This is an optimization exercise on Yosys and OpenROAD, whose aim is small area and a short achievable clock period, not a production implementation.
RTL that was checked went through simulation tests only; none was proved equivalent to the original.
Only the layout flow was run in run 2; the RTL was not checked for function there.
Power figures rest on the tool's default switching activity, not on a simulated workload.

## flow/design.v (module list and top-level ports; edited modules follow where they fit)
// module booth_enc: 21 lines
// module csa_tree: 828 lines
// module add32: 7 lines
// module next_pc: 9 lines
// module xrow: 13 lines
// module processor: 54 lines
module processor(
  input clk,
  input rst,
  input [31:0] instruction,
  output [31:0] instruction_addr);
  // ...
==> flow/run.sh <==
#!/bin/bash
# synth_recipe.tcl (not shown) runs the flow's synth.tcl, then flattens the netlist and writes it again
# the make line also repeats each setting of config.mk as NAME=value (left out here)
make -C /OpenROAD-flow-scripts/flow DESIGN_CONFIG=/design/flow/config.mk WORK_HOME=/design/flow/orfs CLKGATE_MAP_FILE= SYNTH_SCRIPT=/design/flow/synth_recipe.tcl finish
==> flow/config.mk <==
export PLATFORM = sky130hd
export DESIGN_NAME = processor
export DESIGN_NICKNAME = processor
export VERILOG_FILES = /design/flow/design.v
export SDC_FILE = /design/flow/constraint.sdc
export NUM_CORES = 4
export LEC_CHECK = 0
export CAP_MARGIN = 20
export CORE_MARGIN = 2
export CORE_UTILIZATION = 60
export PLACE_DENSITY = 0.72
export SETUP_SLACK_MARGIN = 2.5
export SLEW_MARGIN = 20
export SYNTH_HIERARCHICAL = 1
export SYNTH_MINIMUM_KEEP_SIZE = 0
export TNS_END_PERCENT = 5
==> flow/constraint.sdc <==
create_clock -name core_clock -period 12.5 [get_ports {clk}]
set_input_delay 2.5000 -clock core_clock [delete_from_list [all_inputs] [get_ports {clk}]]
set_output_delay 2.5000 -clock core_clock [all_outputs]
set_load 0.01 [all_outputs]
==> impl_metrics.yaml, run 1 <==
run_status:
  status: "no timing/DRC/antenna violations"
cells_and_area:
  top_regs: "rf: 1024 flops, pc: 32 flops"
  nMultiInputCombCells: 2710
  num-nonclk-buffers: 436
  largest_reg_flops: 1024
  regMostFlops: "rf"
  nFillCells: 6981
  area_share_nonclk_buffers_pct: 6.233
  final-clk-cell-share_pct: 4.477
setup_path:
  path_buf_inv: 9
  worstPathRequired_ps: 13130
  worstSetupStartpointType: "input port"
timing:
  max_slew_margin_pct: 11.67
  max_freq_mhz: 100.2
  drv_slew: 0
  setup_violations: 0
  rsz0062_at_grt: "true"
  post-route-min-period_ps: 9977
pwr:
  power_leader: "sequential cells"
  powerDensity_nw_per_um2: 146.6
  p_seq_uw: 4560
  p_sw_share_pct: 31.95
  p_total_uw: 10860
clock_tree:
  htreeDepth: 3
yosys:
  synth_top_area_cell: "edfxtp_1"
  yosysMostFrequentCell: "edfxtp_1"
  synth_top_family_by_area: "multiplexers"
  synthMuxAreaShare_pct: 18.05
  postSynthCellCount: 4350
  avgSynthCellArea_um2: 14.83
  synthFlopType: "edfxtp_1"
routing:
  routed-wl-met2_um: 102200
  drc: 0
  wl_met3_um: 27600
  wl_per_cell_um: 36.17
hold_path:
  hold_class: "reg -> reg"
  hold_path_depth: 2
global_routing:
  met3_usage_pct: 9.552
  grtUsageTotal_pct: 38.91
floorplanning:
  rows: 120
place:
  post_dp_cell_area_um2: 68280
==> module processor, before the edit <==
module processor(
  input clk,
  input rst,
  input [31:0] instruction,
  output [31:0] instruction_addr);
  wire [4:0] op   = instruction[31:27];
  wire       br   = instruction[26];
  wire       w    = instruction[25];
  wire       i    = instruction[24];
  wire [4:0] dst  = instruction[23:19];
  wire [4:0] src1 = instruction[18:14];
  wire [4:0] src2 = instruction[13:9];
  wire [4:0] imm  = instruction[8:4];
  reg [31:0] pc;
  assign instruction_addr = pc;
  wire [31:0] t;
  reg [31:0] rf [0:31];
  always @(posedge clk)
    if (w) rf[dst] <= t;
  wire [31:0] a = rf[src1];
  wire [31:0] b = rf[src2];
  genvar g;
  wire op_add = (op == 5'd0);
  wire op_sub = (op == 5'd1);
  wire op_mul = (op == 5'd2);
  wire op_shl = (op == 5'd3);
  wire op_and = (op == 5'd4);
  wire op_or  = (op == 5'd5);
  wire s_mul = i & op_mul;
  wire s_as  = i & (op_add | op_sub);
  wire s_add = i & op_add;
  wire s_sub = i & op_sub;
  wire [31:0] X;
  xrow XR(.a(a), .b(b), .imm(imm), .s_add(s_add), .s_sub(s_sub),
          .s_and(i & op_and), .s_or(i & op_or), .s_imm(~i), .X(X));
  wire [15:0] bone, btwo, bneg;
  wire kill;
  booth_enc BE(.b(b), .s_mul(s_mul), .s_shl(i & op_shl), .s_as(s_as), .bone(bone), .btwo(btwo), .bneg(bneg), .kill(kill));
  wire [31:0] ms, mc;
  csa_tree T(.a(a), .bone(bone), .btwo(btwo), .bneg(bneg), .X(X),
             .s_sub(s_sub), .ms(ms), .mc(mc));
    add32 AT(.x(ms), .y(mc), .kill(kill), .s(t));
  wire [31:0] pct;
  next_pc NP(.pc(pc), .ms(ms), .mc(mc), .pcn(pct));
  wire [31:0] pc1 = pc + 32'd1;
  always @(posedge clk) begin
    if (rst)
      pc <= 32'd0;
    else if (br)
      pc <= kill ? pc : pct;
    else
      pc <= pc1;
  end
endmodule
==> inputs of run 2 (changes only) <==
--- a/flow/design.v
+++ b/flow/design.v
@@ -921,12 +921,8 @@
   wire [31:0] pct;
   next_pc NP(.pc(pc), .ms(ms), .mc(mc), .pcn(pct));
   wire [31:0] pc1 = pc + 32'd1;
-  always @(posedge clk) begin
-    if (rst)
-      pc <= 32'd0;
-    else if (br)
-      pc <= kill ? pc : pct;
-    else
-      pc <= pc1;
-  end
+  wire sel_t = ~rst & br & ~kill;
+  wire [31:0] other = rst ? 32'd0 : (br ? pc : pc1);
+  always @(posedge clk)
+    pc <= (pct & {32{sel_t}}) | (other & {32{~sel_t}});
 endmodule
==> run 2 against run 1 <==
  * Via count hardly changed
  * Worst hold slack better by 33 ps
  * Die area up 0.17%
  * Critical path depth is 3 lower
  * Highest routed layer unchanged
  * Still clean
  * Non-clock buffer count increased by 45
==> impl_metrics.yaml, run 2 <==
run_status:
  status: "no timing/DRC/antenna violations"
routing:
  dr.first_iter.drc_count: 7547
  routed_wl_um: 212900
  wl_per_cell_um: 35.59
  first_pass_iters: 6
  drc: 0
  num_vias: 44820
  postRouteAntennaNets: 0
  avgViaCountPerCell: 7.495
yosys:
  synth_top_area_share_pct: 47.57
  postSynthCellCount: 4307
  yosys_warnings: 7
  avgSynthCellArea_um2: 15.01
  synth_edf_count: 1024
  yosysMostFrequentCell: "edfxtp_1"
  postSynth.asyncResetShare_pct: 0
  ys_seq_area_share_pct: 48.56
  synth_nets: 4705
  ys_ff_latch: 1056
  ys_types: 91
  synth_top_area_cell: "edfxtp_1"
  netlist_area_um2: 64640
  synthTopCellsByCount: "edfxtp_1 (1024), mux4_2 (512), xnor2_1 (305)"
  synthTopCellsByArea: "edfxtp_1 (48%), mux4_2 (18%), fa_1 (8.0%)"
  synthFlopType: "edfxtp_1"
clock_tree:
  path_clk_slew_ps: 60
  clkLatencyLatePin_ps: 720
  cts_root_buf: "clkbuf_16"
  cts.path.max_buffers: 3
  htreeDepth: 3
  cts.sinks: 1056
  cts_hold_buf: 0
  cts_made_buffers: 105
  cts_tree: "done"
hold_path:
  hold_path_depth: 3
  hold_class: "reg -> reg"
cells_and_area:
  drive_above_1_share_pct: 31.57
  ff_latch_area_um2: 31390
  synthToLayoutAreaGrowth_pct: 14.92
  nFillCells: 6885
  layout_commonest_cell: "edfxtp_1"
  final_cell_mix: "edfxtp_1 (1024), mux4_2 (512), buf_4 (312)"
  largest_reg_flops: 1024
  top_regs: "rf: 1024 flops, pc: 32 flops"
  finalInstanceArea_um2: 74290
  multiInputGateArea_um2: 32230
  antennaDiodeCount: 0
  regMostFlops: "rf"
  nets: 4891
floorplanning:
  rows: 120
  dieWidth_um: 332.2
  core_um2: 106900
  die_h_um: 332.2
  initial_utilization_pct: 60.47
  die-area_um2: 110400
  pin_count: 66
global_routing:
  grt_pass1_wl_um: 302900
  grt_overflow_total: 0
  antenna_found_initial: 2
  grtUsageTotal_pct: 38.07
  first_global_vias: 44030
  grt_max_degree: 77
setup_path:
  critPathKind: "in -> reg"
  r2r_slack_ps: 4180
  crit_path_top_delay_cell: "fa_2"
  arrival_ps: 10600
  worstSetupStartpointType: "input port"
  crit_path_max_incr_delay_ps: 520
  end_kind: "flip-flop"
  cpMostUsedCell: "fa_1"
  r2r_cells: 29
  cp_max_fo: 23
  worstPathRequired_ps: 13090
timing:
  fin_tns_setup_ps: 0
  drv_slew: 0
  fin_skew_ps: 37.82
  post-route-min-period_ps: 10010
  rsz0062_at_grt: "true"
  period_share_pct: 80.08
  hold_viol_final: 0
  tightestPinTransition_ps: 1069
  setup_violations: 0
  max_slew_margin_pct: 28.74
  max_freq_mhz: 99.90
pwr:
  share_comb_of_total_power_pct: 29.4
  p_int_uw: 7331
  p_leak_uw: 0.02386
  seqPwrFrac_pct: 42.5
  peakVddDrop_mv: 0.1286
  p_sw_share_pct: 31.76
  clkPwrFrac_pct: 28.2
  powerDensity_nw_per_um2: 144.6
  p_switching_uw: 3412
place:
  gp_congestion: 0.9685
  io_buffer_count: 61
  post_dp_cell_area_um2: 68170
  dp_hpwl_um: 128700
flow_run:
  maxCapViolCount: 0
run 2: changes by cell type in the layout (fill, tap and decap cells not counted), sizes merged, moves of 5 or more:
cell / change
buf: +43
nor2: -9
clkinv: -5
nor4: -5
o21ai: +18
clkbuf: +9
or3: -7
nand4: +6
nand3: -7
xor2: +25
a31oi: -10
a21oi: -25
nand2: +11
run 2: timing repair:
item / 4_1_cts / 5_1_grt
gates cloned: 15 / 2
pin swaps: 31 / 84
setup buffers: 58 / 37
endpoints found under the setup margin: 658 / 279
gates resized for setup: 170 / 141
run 2: final cells by class:
| type | instances | share of cell area, % |
|---|---|---|
| clock buffers | 135 | 3.759 |
| repair buffers | 481 | 6.730 |
| well taps | 1403 | 2.363 |
| inverters | 178 | 0.9078 |
| flip-flops and latches | 1056 | 42.26 |
| clock inverters | 56 | 0.6030 |
| multi-input cells | 2671 | 43.38 |
run 2: path summary, 6_finish.rpt:
check / from / endpoint
hold reg to reg: pc[0]$_DFF_P_ / pc[0]$_DFF_P_
hold / removal: pc[0]$_DFF_P_ / pc[0]$_DFF_P_
setup / recovery: instruction[11] / pc[31]$_DFF_P_
setup reg to reg: rf[2][0]$_DFFE_PP_ / pc[31]$_DFF_P_
run 2: power groups by stage:
stage / sequential (uW) / clock (uW) / combinational, uW
3_5_place_dp: 4630 / 0 / 2840
5_1_grt: 4570 / 3160 / 3350
6_report: 4560 / 3030 / 3160
2_1_floorplan: 4620 / 0 / 1710
3_3_place_gp: 4630 / 0 / 2810
4_1_cts: 4560 / 3030 / 2960
run 2: per-module statistics from Yosys (local to each module, per instance):
module	flip-flops and latches	cells inside	times used	area, um^2
xrow	0	124	1	807.0
add32	0	302	1	1981
next_pc	0	259	1	2260
processor	1056	2304	1	47410
csa_tree	0	1142	1	11080
booth_enc	0	176	1	1104
run 2: cells by family (layout without fill, tap and decap cells):
group	after synthesis	after routing	synth area share (%)
flops	1056	1056	48.56
compound gates	853	853	9.107
buf+inv	580	850	4.586
simple gates	550	550	4.479
mux	520	520	17.97
xor+xnor	384	384	5.238
fa+ha+maj	364	364	10.05
run 2: critical path: cells and delay by family:
family,cells,cell delay [ps]
and+or+nand+nor,4,1000
muxes,1,380
buffers and inverters,7,1090
xor gates and xnor gates,2,380
adders and majority gates,9,3710
AOI/OAI and AO/OA,7,1450
run 2: metrics by stage:
step           hold slack [ps]  total power, uW  utilization [%]  setup WS [ps]  instances
3_5_place_dp             631.4             7475            63.77          377.4       5677
3_3_place_gp             615.2             7434            63.77          450.7       5677
6_report                 647.6            10740            69.49           2490       5980
4_1_cts                  651.2            10550            68.49           2500       5941
5_1_grt                  697.5            11080            69.49           2370       5980
2_1_floorplan            607.8             6324                -           1926       4307
run 2: routing by layer:
| layer | global-route usage, % | wire [um] |
|---|---|---|
| met4 | 19.49 | 12500 |
| met2 | 59.06 | 99000 |
| met5 | 0 | 25 |
| met3 | 10.68 | 30500 |
| met1 | 49.60 | 70830 |

-- re-timing with driven ports --
How much do the figures lean on ideal ports? The routed layouts below were timed once more, with nothing changed but the port constraints.
Step 1 sets driving cells, clkbuf_16 on the clock port and buf_2 on the other inputs (assumed; they add their load-dependent delay and slew).
Step 2 also shifts input and output timing later by t, the mid clock arrival at the registers, as if the neighbouring blocks saw the same clock.
a / b / c = ideal / step 1 / step 2; a / b = the first two.
| run | t, ns | slack for setup (ns) | clock arrival spread, ns |
|---|---|---|---|
| run 1 | 0.756 | 2.523 / 2.258 / 1.502 | 0.069 / 0.070 |
| run 2 | 0.770 | 2.490 / 2.186 / 1.416 | 0.038 / 0.038 |
After both steps every run listed still meets setup and hold. The setup slack of run 2, which loses most, moves by -0.304 ns with the drivers and by -1.074 ns with both steps.
